From an optimization exercise on the open Yosys and OpenROAD flow, aimed at small area and a short achievable clock period; shortcuts taken in it are not production practice. No functional check of the RTL was part of this run. The clock cells of this run come from the design's own scripts or RTL, not from TritonCTS. No driver is modelled on the clock port, so clock power and skew are understated where the tree is cut down; a real chip needs a root buffer or a tree. Power is estimated from default activity; no workload was simulated.

$ cat flow/config.mk
export PLATFORM = sky130hd
export DESIGN_NAME = apb_top
export DESIGN_NICKNAME = apb_top
export VERILOG_FILES = /design/flow/design.v
export SDC_FILE = /design/flow/constraint.sdc
export NUM_CORES = 8
export LEC_CHECK = 0
export CAP_MARGIN = 40
export CORE_MARGIN = 2
export CORE_UTILIZATION = 60
export PLACE_DENSITY = 0.7
export SETUP_SLACK_MARGIN = 4.6
export SLEW_MARGIN = 70
export SYNTH_HIERARCHICAL = 1
$ cat flow/constraint.sdc
create_clock -name core_clock -period 7.0 [get_ports {PCLK}]
set_input_delay 1.4000 -clock core_clock [delete_from_list [all_inputs] [get_ports {PCLK}]]
set_output_delay 1.4000 -clock core_clock [all_outputs]
set_load 0.01 [all_outputs]
$ cat flow/design.v
module apb_master (
  input PCLK,
  input PRESETn,
  input transfer,
  input read_write,
  input  [7:0] write_addr,
  input  [7:0] write_data,
  input  [7:0] read_addr,
  output [7:0] ins_h_n,      
  output [7:0] ins_l_n,      
  output reg [7:0] wdata,    
  output [63:0] lo_n,        
  output reg [7:0] hi,       
  input  [7:0] rdata,
  output reg [7:0] read_data_out
);
  reg st1, st2, st3;         
  reg idle;                  
  reg wr1, wr2, wr3;         
  reg wm;                    
  reg wm4;                   
  reg [7:0] mid_n;           
  reg rd1, rd2;              
  reg [2:0] cnt;             
  reg [7:0] addr;
  reg vis;                   
  reg [7:0] rhold;           
  reg rpol;                  
  reg [7:0] rshadow;
  wire start = idle & transfer;
  wire [7:0] addr_d  = idle ? (read_write ? write_addr : read_addr) : addr;
  always @(posedge PCLK or negedge PRESETn) begin
    if (!PRESETn) begin
      st1 <= 1'b0; st2 <= 1'b0; st3 <= 1'b0;
      idle <= 1'b1;
      wr1 <= 1'b0; wr2 <= 1'b0; wr3 <= 1'b0;
      wm  <= 1'b0;
      rd1 <= 1'b0; rd2 <= 1'b0;
    end else begin
      st1 <= start;
      st2 <= st1;
      st3 <= st2;
      idle <= ~(start | st1 | st2);
      wr1 <= start & read_write;
      wr2 <= wr1;
      wr3 <= wr2;
      wm  <= (start & read_write & (write_addr[1:0] == ~cnt[1:0]))
           | ((wr1 | wr2) & (addr[1:0] == ~cnt[1:0]));
      rd1 <= start & ~read_write;
      rd2 <= rd1;
    end
  end
  wire wnow = wm | wm4;
  assign ins_h_n = ~({8{wnow}} & hi);
  assign ins_l_n = mid_n;
  genvar c;
  wire [7:0]  raddr_d = idle ? read_addr : addr;
  wire [15:0] lo_dec_n;
  wire        vis_d;
  apb_rdec u_rdec (.a(raddr_d[4:0]), .cnt(cnt[1:0]), .lo_n(lo_dec_n), .vis(vis_d));
  wire [2:0] x_now  = {1'b0, addr[1:0]} + cnt + 3'd7;
  wire [2:0] x_next = {1'b0, write_addr[1:0]} + cnt;
  wire [7:0] rbyte = rhold ^ {8{rpol}};
  generate
    for (c = 0; c < 4; c = c + 1) begin : g_lo
      apb_lo_reg u_lo (.PCLK(PCLK), .d(lo_dec_n), .q_n(lo_n[16*c +: 16]));
    end
  endgenerate
  wire take1 = rd1 & vis;    
  wire take2 = rd2 & vis;    
  always @(posedge PCLK) begin
    cnt   <= cnt + 3'd1;
    wm4   <= wr3 & (addr[1:0] == ~cnt[1:0]);
    mid_n <= idle ? ~(8'h1 << write_addr[4:2]) : ~(8'h1 << addr[4:2]);
    addr  <= addr_d;
    if (idle)
      wdata <= write_data ^ {8{x_next[2]}};
    hi    <= idle ? (read_write ? 8'h1 << write_addr[7:5] : 8'h1 << read_addr[7:5])
                  : 8'h1 << addr[7:5];
    vis   <= vis_d;
    if (take1 | take2) begin
      rhold <= rdata;
      rpol  <= x_now[2];
    end
    rshadow <= rbyte;
    read_data_out <= rd2 ? rshadow : rbyte;
  end
endmodule
module apb_lo_reg (
  input PCLK,
  input [15:0] d,
  output reg [15:0] q_n
);
  always @(posedge PCLK)
    q_n <= d;
endmodule
module apb_rdec (
  input  [4:0]  a,
  input  [1:0]  cnt,
  output [15:0] lo_n,
  output        vis
);
  wire p1 = a[1] ^ cnt[1] ^ (a[0] & cnt[0]);
  assign vis  = ~(a[0] ^ cnt[0]);
  assign lo_n = ~(16'h1 << {a[4:2], p1});
endmodule
module apb_slave (
  input PCLK,
  input [7:0]  ins_h_n,
  input [7:0]  ins_l_n,
  input [7:0]  wdata,
  input [63:0] lo_n,         
  input [7:0]  hi,
  output [7:0] rdata
);
  reg [2047:0] mem;
  genvar h, b, k, i;
  generate
    for (k = 0; k < 64; k = k + 1) begin : g_ring
      wire [7:0] d0;
      wire ins, hold;
      rd_nor2 u_ins (.a(ins_h_n[k/8]), .b(ins_l_n[k%8]), .y(ins));
      rd_or2 u_hold (.a(ins_h_n[k/8]), .b(ins_l_n[k%8]), .y(hold));
      for (b = 0; b < 8; b = b + 1) begin : g_in
        rd_aoi22 u_in (.a1(ins), .a2(wdata[b]), .b1(hold), .b2(mem[(4*k+3)*8+b]), .y(d0[b]));
      end
      always @(posedge PCLK) begin
        mem[(4*k+0)*8 +: 8] <= d0;
        mem[(4*k+1)*8 +: 8] <= mem[(4*k+0)*8 +: 8];
        mem[(4*k+2)*8 +: 8] <= mem[(4*k+1)*8 +: 8];
        mem[(4*k+3)*8 +: 8] <= mem[(4*k+2)*8 +: 8];
      end
    end
    for (b = 0; b < 8; b = b + 1) begin : g_b
      wire [7:0] z;
      for (h = 0; h < 8; h = h + 1) begin : g_grp
        wire [7:0] t;
        wire [3:0] u;
        for (i = 0; i < 8; i = i + 1) begin : g_t
          rd_oai22 u_t (.a1(mem[(4*(8*h+i)+0)*8+b]), .a2(lo_n[16*(h/2)+2*i]),
                        .b1(mem[(4*(8*h+i)+2)*8+b]), .b2(lo_n[16*(h/2)+2*i+1]), .y(t[i]));
        end
        for (i = 0; i < 4; i = i + 1) begin : g_u
          rd_nor2 u_u (.a(t[2*i]), .b(t[2*i+1]), .y(u[i]));
        end
        rd_nand4 u_z (.a(u[0]), .b(u[1]), .c(u[2]), .d(u[3]), .y(z[h]));
      end
      wire [3:0] v;
      for (i = 0; i < 4; i = i + 1) begin : g_v
        rd_aoi22 u_v (.a1(z[2*i]), .a2(hi[2*i]), .b1(z[2*i+1]), .b2(hi[2*i+1]), .y(v[i]));
      end
      rd_and4 u_r (.a(v[0]), .b(v[1]), .c(v[2]), .d(v[3]), .y(rdata[b]));
    end
  endgenerate
endmodule
module rd_or2 (input a, input b, output y);
  assign y = a | b;
endmodule
module rd_nor2 (input a, input b, output y);
  assign y = ~(a | b);
endmodule
module rd_nand4 (input a, input b, input c, input d, output y);
  assign y = ~(a & b & c & d);
endmodule
module rd_and4 (input a, input b, input c, input d, output y);
  assign y = a & b & c & d;
endmodule
module rd_oai22 (input a1, input a2, input b1, input b2, output y);
  assign y = ~((a1 | a2) & (b1 | b2));
endmodule
module rd_aoi22 (input a1, input a2, input b1, input b2, output y);
  assign y = ~((a1 & a2) | (b1 & b2));
endmodule
module apb_top (
 input PCLK,
 input PRESETn,
 input transfer,
 input read_write,
 input  [7:0] write_addr,
 input  [7:0] write_data,
 input  [7:0] read_addr,
 output [7:0] read_data_out
);
 wire [7:0]  ins_h_n;
 wire [7:0]  ins_l_n;
 wire [7:0]  wdata;
 wire [63:0] lo_n;
 wire [7:0]  hi;
 wire [7:0]  rdata;
    apb_master master (
     .PCLK(PCLK), .PRESETn(PRESETn), .transfer(transfer), .read_write(read_write),
     .write_addr(write_addr), .write_data(write_data), .read_addr(read_addr),
     .ins_h_n(ins_h_n), .ins_l_n(ins_l_n), .wdata(wdata), .lo_n(lo_n), .hi(hi),
     .rdata(rdata), .read_data_out(read_data_out)
    );
    apb_slave slave (
     .PCLK(PCLK), .ins_h_n(ins_h_n), .ins_l_n(ins_l_n), .wdata(wdata), .lo_n(lo_n), .hi(hi), .rdata(rdata)
    );
endmodule
$ cat flow/flow/run.sh
#!/bin/bash
# The standard layout (standard.sh) with hooks into its steps:
#   flow/downsize.tcl (PRE_FLOORPLAN_TCL) sets logic cells to their
#     smallest size; the floorplan's repair_timing and the later repair
#     steps size up what timing needs.
#   flow/place_out.tcl (POST_GLOBAL_PLACE_TCL) puts each output register
#     next to its port buffer.
#   flow/clock_tree.tcl (PRE_CTS_TCL) builds a two-level clock tree in place
#     of TritonCTS.
#   The port buffers are buf_2 cells (BUFFER_PORTS_ARGS).
# The make output goes to standard.log here; ORFS keeps each step's own log
# under orfs/logs/.
set -euo pipefail
export PRE_FLOORPLAN_TCL="$PWD/flow/downsize.tcl"
export PRE_CTS_TCL="$PWD/flow/clock_tree.tcl"
export POST_GLOBAL_PLACE_TCL="$PWD/flow/place_out.tcl"
export BUFFER_PORTS_ARGS="-buffer_cell sky130_fd_sc_hd__buf_2"
bash standard.sh > standard.log 2>&1
$ cat flow/flow/clock_tree.tcl
# Builds a two-level clock tree in place of TritonCTS: the clock port drives
# four root buffers, each root drives a quarter of the leaf buffers, and each
# leaf buffer drives one cluster of about CLK_LEAF_SIZE flip-flops.
# Sourced as PRE_CTS_TCL; it then turns clock_tree_synthesis into a no-op so
# the rest of the standard CTS step (legalisation, repair) runs unchanged.

set ::ctree_leaf_cell [expr {[info exists ::env(CLK_LEAF_CELL)] ? $::env(CLK_LEAF_CELL) : "sky130_fd_sc_hd__clkbuf_16"}]
set ::ctree_root_cell [expr {[info exists ::env(CLK_ROOT_CELL)] ? $::env(CLK_ROOT_CELL) : "sky130_fd_sc_hd__buf_16"}]
set ::ctree_leaf_size [expr {[info exists ::env(CLK_LEAF_SIZE)] ? $::env(CLK_LEAF_SIZE) : 30}]

# split items (lists whose element idx is a coordinate) into parts of equal
# count along that coordinate
proc ctree_split {items idx parts} {
  set sorted [lsort -integer -index $idx $items]
  set n [llength $sorted]
  set out {}
  for {set p 0} {$p < $parts} {incr p} {
    lappend out [lrange $sorted [expr {$p * $n / $parts}] [expr {($p + 1) * $n / $parts - 1}]]
  }
  return $out
}

proc ctree_build {} {
  global ctree_leaf_cell ctree_root_cell ctree_leaf_size
  set block [ord::get_db_block]
  set clk_port_net [$block findNet PCLK]
  set db [ord::get_db]
  set rmaster [$db findMaster $ctree_root_cell]
  set lmaster [$db findMaster $ctree_leaf_cell]
  set sinks {}
  foreach it [$clk_port_net getITerms] {
    set inst [$it getInst]
    set bb [$inst getBBox]
    set x [expr {([$bb xMin] + [$bb xMax]) / 2}]
    set y [expr {([$bb yMin] + [$bb yMax]) / 2}]
    lappend sinks [list [$inst getName] [[$it getMTerm] getName] $x $y]
  }
  set n [llength $sinks]
  set nleaf [expr {max(4, int(round(double($n) / $ctree_leaf_size)))}]
  # a grid of cols x rows clusters, close to square, each of equal count
  set cols [expr {max(2, int(round(sqrt($nleaf))))}]
  set rows [expr {max(2, int(round(double($nleaf) / $cols)))}]
  puts "ctree: $n sinks, $cols x $rows leaf clusters"
  set clusters {}
  foreach col [ctree_split $sinks 2 $cols] {
    foreach cl [ctree_split $col 3 $rows] {
      set sx 0; set sy 0
      foreach s $cl { incr sx [lindex $s 2]; incr sy [lindex $s 3] }
      set k [llength $cl]
      lappend clusters [list $cl [expr {$sx / $k}] [expr {$sy / $k}]]
    }
  }

  # four groups of leaves of equal count: halves by x, then halves by y
  set leaf_idx 0
  set q 0
  foreach half [ctree_split $clusters 1 2] {
    foreach group [ctree_split $half 2 2] {
      set rname "ctree_root_$q"
      set rinst [odb::dbInst_create $block $rmaster $rname]
      set rn [odb::dbNet_create $block "ctree_rnet_$q"]
      $rn setSigType CLOCK
      [$rinst findITerm [ctree_out $rmaster]] connect $rn
      [$rinst findITerm A] connect $clk_port_net
      incr q
      set gx 0; set gy 0
      foreach cluster $group {
        lassign $cluster members lx ly
        set lname "ctree_leaf_$leaf_idx"
        set linst [odb::dbInst_create $block $lmaster $lname]
        set ln [odb::dbNet_create $block "ctree_lnet_$leaf_idx"]
        incr leaf_idx
        $ln setSigType CLOCK
        [$linst findITerm [ctree_out $lmaster]] connect $ln
        [$linst findITerm A] connect $rn
        foreach s $members {
          lassign $s iname pname
          set it [[$block findInst $iname] findITerm $pname]
          $it disconnect
          $it connect $ln
        }
        ctree_place $lname $lx $ly
        incr gx $lx; incr gy $ly
      }
      set k [llength $group]
      ctree_place $rname [expr {$gx / $k}] [expr {$gy / $k}]
    }
  }
  puts "ctree: $leaf_idx leaf buffers, 4 root buffers"
}

# name of a buffer's or inverter's output pin
proc ctree_out {master} {
  foreach mt [$master getMTerms] {
    if {[$mt getIoType] eq "OUTPUT" && [$mt getSigType] eq "SIGNAL"} { return [$mt getName] }
  }
  error "ctree: no output pin on [$master getName]"
}

proc ctree_place {name x y} {
  set block [ord::get_db_block]
  set inst [$block findInst $name]
  set m [$inst getMaster]
  set x [expr {$x - [$m getWidth] / 2}]
  set y [expr {$y - [$m getHeight] / 2}]
  $inst setLocation $x $y
  $inst setPlacementStatus PLACED
}

ctree_build
set_propagated_clock [all_clocks]
rename ::clock_tree_synthesis ctree_unused_cts
proc ::clock_tree_synthesis {args} { puts "ctree: clock tree already built" }
$ cat flow/flow/downsize.tcl
# Sourced as PRE_FLOORPLAN_TCL. Synthesis maps some cells at a larger drive
# than their loads need; this sets every logic cell (not buffers, clock
# cells, taps or ties) to the smallest size of its family (the strongest of
# those when several share the smallest area), and leaves the floorplan's
# repair_timing and the later repair steps to size up what timing needs.
# The exceptions drive long wires across the memory: the read select's
# second-level AOI22s (those that drive an AND4) start at size 2, and the
# registered low predecode (master.g_lo*) at size 4.
proc ds_run {} {
  set db [ord::get_db]
  set block [ord::get_db_block]
  array set best {}
  array set best_area {}
  array set best_drive {}
  foreach lib [$db getLibs] {
    foreach m [$lib getMasters] {
      set n [$m getName]
      if {![regexp {^(sky130_fd_sc_hd__[a-z0-9]+)_([0-9]+)$} $n -> base drive]} { continue }
      set a [expr {[$m getWidth] * [$m getHeight]}]
      if {![info exists best($base)] || $a < $best_area($base)
          || ($a == $best_area($base) && $drive > $best_drive($base))} {
        set best($base) $n
        set best_area($base) $a
        set best_drive($base) $drive
      }
    }
  }
  set skip {^sky130_fd_sc_hd__(buf|bufbuf|bufinv|clkbuf|clkdlybuf4s[0-9]+|clkinv|clkinvlp|dlygate4sd[0-9]+|dlymetal6s[0-9]+s|dlyb|tapvpwrvgnd|tap|fill|decap|diode|conb)$}
  set count 0
  foreach inst [$block getInsts] {
    set n [[$inst getMaster] getName]
    if {![regexp {^(sky130_fd_sc_hd__[a-z0-9]+)_([0-9]+)$} $n -> base drive]} { continue }
    if {[regexp $skip $base]} { continue }
    if {![info exists best($base)] || $best($base) eq $n} { continue }
    replace_cell [$inst getName] $best($base)
    incr count
  }
  puts "downsize: $count cells set to their smallest size"

  set up 0
  foreach inst [$block getInsts] {
    set n [[$inst getMaster] getName]
    if {$n eq "sky130_fd_sc_hd__dfxtp_1" && [string match "master.g_lo*" [$inst getName]]} {
      replace_cell [$inst getName] sky130_fd_sc_hd__dfxtp_4
      incr up
      continue
    } elseif {$n eq "sky130_fd_sc_hd__a22oi_1"} {
      set load "sky130_fd_sc_hd__and4_"; set to "sky130_fd_sc_hd__a22oi_2"
    } else {
      continue
    }
    set out [$inst findITerm Y]
    set net [$out getNet]
    if {$net eq "NULL"} { continue }
    foreach it [$net getITerms] {
      if {[string match "${load}*" [[[$it getInst] getMaster] getName]]} {
        replace_cell [$inst getName] $to
        incr up
        break
      }
    }
  }
  puts "downsize: $up read select cells sized up"
}
ds_run
$ cat flow/flow/place_out.tcl
# Sourced as POST_GLOBAL_PLACE_TCL: puts each register that drives an output
# port's buffer next to that buffer, by the pin, so the clock-to-output path
# has no long wire (its input path from the design has the slack for it).
# Detailed placement legalises the moved cells.
proc po_driver {net} {
  foreach it [$net getITerms] {
    if {[$it isOutputSignal]} { return $it }
  }
  return ""
}

proc po_run {} {
  set block [ord::get_db_block]
  set moved 0
  foreach bt [$block getBTerms] {
    if {[$bt getIoType] ne "OUTPUT"} { continue }
    set drv [po_driver [$bt getNet]]
    if {$drv eq ""} { continue }
    set buf [$drv getInst]
    set in ""
    foreach it [$buf getITerms] {
      if {[$it isInputSignal]} { set in $it }
    }
    if {$in eq "" || [$in getNet] eq "NULL"} { continue }
    set rdrv [po_driver [$in getNet]]
    if {$rdrv eq ""} { continue }
    set reg [$rdrv getInst]
    if {![string match "*df*" [[$reg getMaster] getName]]} { continue }
    lassign [$buf getLocation] x y
    $reg setLocation $x $y
    incr moved
  }
  puts "place_out: moved $moved output registers next to their port buffers"
}
po_run
$ cat flow/standard.sh
#!/bin/bash
# synth_recipe.tcl (not shown) runs the flow's synth.tcl, then flattens the netlist and writes it again
# the make line also repeats each setting of config.mk as NAME=value (left out here)
make -C /OpenROAD-flow-scripts/flow DESIGN_CONFIG=/design/flow/config.mk WORK_HOME=/design/flow/orfs CLKGATE_MAP_FILE= SYNTH_SCRIPT=/design/flow/synth_recipe.tcl "${@:-finish}"
==> summary.txt <==
-- layout by cell type (no fill, tap or decap), drive strengths merged, types with 2 or more instances in the layout --
cell type  count
dfrtp          8
inv            7
mux2i          3
clkbuf        76
nor2b          5
mux2          21
o22ai        512
diode          4
and3           3
nor3          10
nand3          8
or3            6
dfxtp       2149
xnor2          3
nand4         66
buf           82
nand2         15
o21ai          2
a32oi          2
xor2          17
a31oi          3
edfxtp        25
nor2         325
nand2b         2
or2           65
and4           8
ha             6
a22oi        546
-- what timing repair did --
item,CTS,global route
gates resized for setup,0,2
buffers inserted,0,0
endpoints found under the setup margin,0,2
-- layer usage --
metal / vias up / routed length [µm] / GRT usage [%]
li1: 14300 / - / -
met1: 15500 / 61500 / 41.9
met2: 979 / 57500 / 41.2
met3: 159 / 8660 / 3.35
met4: 8 / 2560 / 4.55
met5: - / 49 / 0
-- final cells by class --
| class | instances | area, µm² | area share, % |
|---|---|---|---|
| sequential | 2183 | 44300 | 74.7 |
| multi-input combinational | 1639 | 10800 | 18.3 |
| buffer | 76 | 1910 | 3.23 |
| tap | 1176 | 1470 | 2.48 |
| timing repair buffer | 82 | 737 | 1.24 |
| inverter | 7 | 26.3 | 0.0443 |
| antenna | 4 | 10.0 | 0.0169 |
-- worst max path at each step --
stage	end	start	depth (start not counted)
6_report	read_data_out[4]	master.read_data_out[4]	1
5_1_grt	read_data_out[4]	master.read_data_out[4]	1
4_1_cts	read_data_out[4]	master.read_data_out[4]	1
3_5_place_dp	master.g_lo[3].u_lo.q_n[10]	read_addr[0]	6
3_3_place_gp	master.g_lo[2].u_lo.q_n[4]	read_addr[0]	6
2_1_floorplan	master.g_lo[0].u_lo.q_n[4]	read_addr[0]	5
-- flip-flops by register name (all words and copies together), names as in the netlist --
register and flops:
master.wdata 8, master.wr3 1, master.wr2 1, master.rpol 1, master.rshadow 8, master.hi 8
master.st1 1, master.rd1 1, slave.mem 2048, master.read_data_out 8, master.addr 8, master.wm 1
master.wm4 1, master.rd2 1, master.wr1 1, master.cnt 3, master.rhold 8, master.vis 1
master.g_lo.u_lo.q_n 64, master.idle 1, master.st2 1, master.mid_n 8
-- power by group --
group	total [mW]	switching (mW)	internal, mW
registers	14.2	0.847	13.3
clock network	5.30	3.34	1.97
logic	2.26	1.52	0.739
-- through the flow --
stage                     area (µm²)  total power, mW  std cells
after floorplan                54900             15.1       3838
after global placement         56600             16.5       5059
after detailed placement       57200             16.6       5080
after CTS                      59100             21.7       5156
after global routing           59300             22.4       5163
final                          59300             21.7       5167
==> qor.txt <==
Hold Crit Class - register to register
Worst Hold Path Cells - 0
Critical path arrival - 0.96 ns
Slowest CP cell - dfxtp_2
Final worst path period share - 33.7%
Crit-path max cell delay - 0.32 ns
Share of cells above drive strength 1 - 11.3%
Final worst slack - 4.64 ns
Residual DRC count - 0
Post-CTS Hold Buffers - 0
Initial Util - 60.7%
Fin. max-slew vios - 0
R2r endpoint - master.rhold[2]
Clock Skew - 0.0199 ns
Vias in the first global route - 29800
Pre-CTS setup slack - 4.14 ns
Crit path time final - 2.36 ns
Final Core Density - 65.6%
Syn_nets - 3872
Synth warnings - 9
Worst path bufs/invs - 1
CP Class - register to primary output
Leakage - 22.0 nW
I/O Buffers - 35
Hold path endpoint - slave.mem[1974]
Outcome - finished clean
DRT Pass-1 Iters - 7
DR iter-0 viols - 3462
Die Height - 306 µm
Global-route wire length before repair - 193000 µm
Power Dens Cells - 367 mW/mm²
Rows - 110
Hold_sp - slave.mem[1966]
Final wirelength - 130000 µm
Vias per cell - 5.99
Die width - 306 µm
R2R Path Start - master.g_lo[0].u_lo.q_n[12]
ANT nets after route - 0
Wire per inst - 25.2 µm
Worst hold slack - 0.324 ns
CP startpoint kind - register
Hold Fails Final Rpt - 0
HPWL after DPL - 84100 µm
Fmax - 0.424 GHz
Max cap viols - 0
Worst vdd ir - 271 µV
Initial antenna violation count - 10
Worst Path Required - 5.60 ns
RSZ-0062 raised after global routing - false
Max transition margin - 69.6%
CP top delay family - flip-flops
Final setup viols - 0
Worst-Margin Slew - 0.455 ns
Worst-path maximum fanout - 1
R2r worst-path depth - 5
Clock latency at the later pin of the worst-skew pair - 0.51 ns
Nets - 4023
GRT overflow - 0
Vias - 31000
Die area - 0.0938 mm²
I/O pin cnt - 36
Cells after synthesis - 3838
Total GRT Usage - 27.0%
Clock slew at reported path FFs - 0.11 ns
Crit end category - primary output
Sum Neg Setup Slack - 0 ns
R2R Setup Slk - 4.77 ns
Critical-path cell list - buf_2
Core box area - 0.0903 mm²
Fill count - 6638
Largest net degree at the start of global routing - 36

[static timing again, ports no longer ideal]
How much do the figures lean on ideal ports? The routed layout below was timed once more, with nothing changed but the port constraints.
Step 1, drivers: a clkbuf_16 drives PCLK and a buf_2 each remaining input, both assumed.
Step 2 also shifts input and output timing later by t, the mid clock arrival at the registers, as if the neighbouring blocks saw the same clock.
Three values: ideal, step 1, step 2; two values: the first two.
t (ns): 0.661
slack for setup (ns): 4.642 / 4.481 / 4.127
hold WS [ns]: 0.324 / 0.324 / 0.324
worst register clock-pin slew, ns: 0.11 / 0.11
worst slew at a driven data input, ns: 0.18
After both steps setup and hold are still met in this run. For this run, drivers alone change the setup slack by -0.161 ns; drivers and shift together by -0.515 ns.
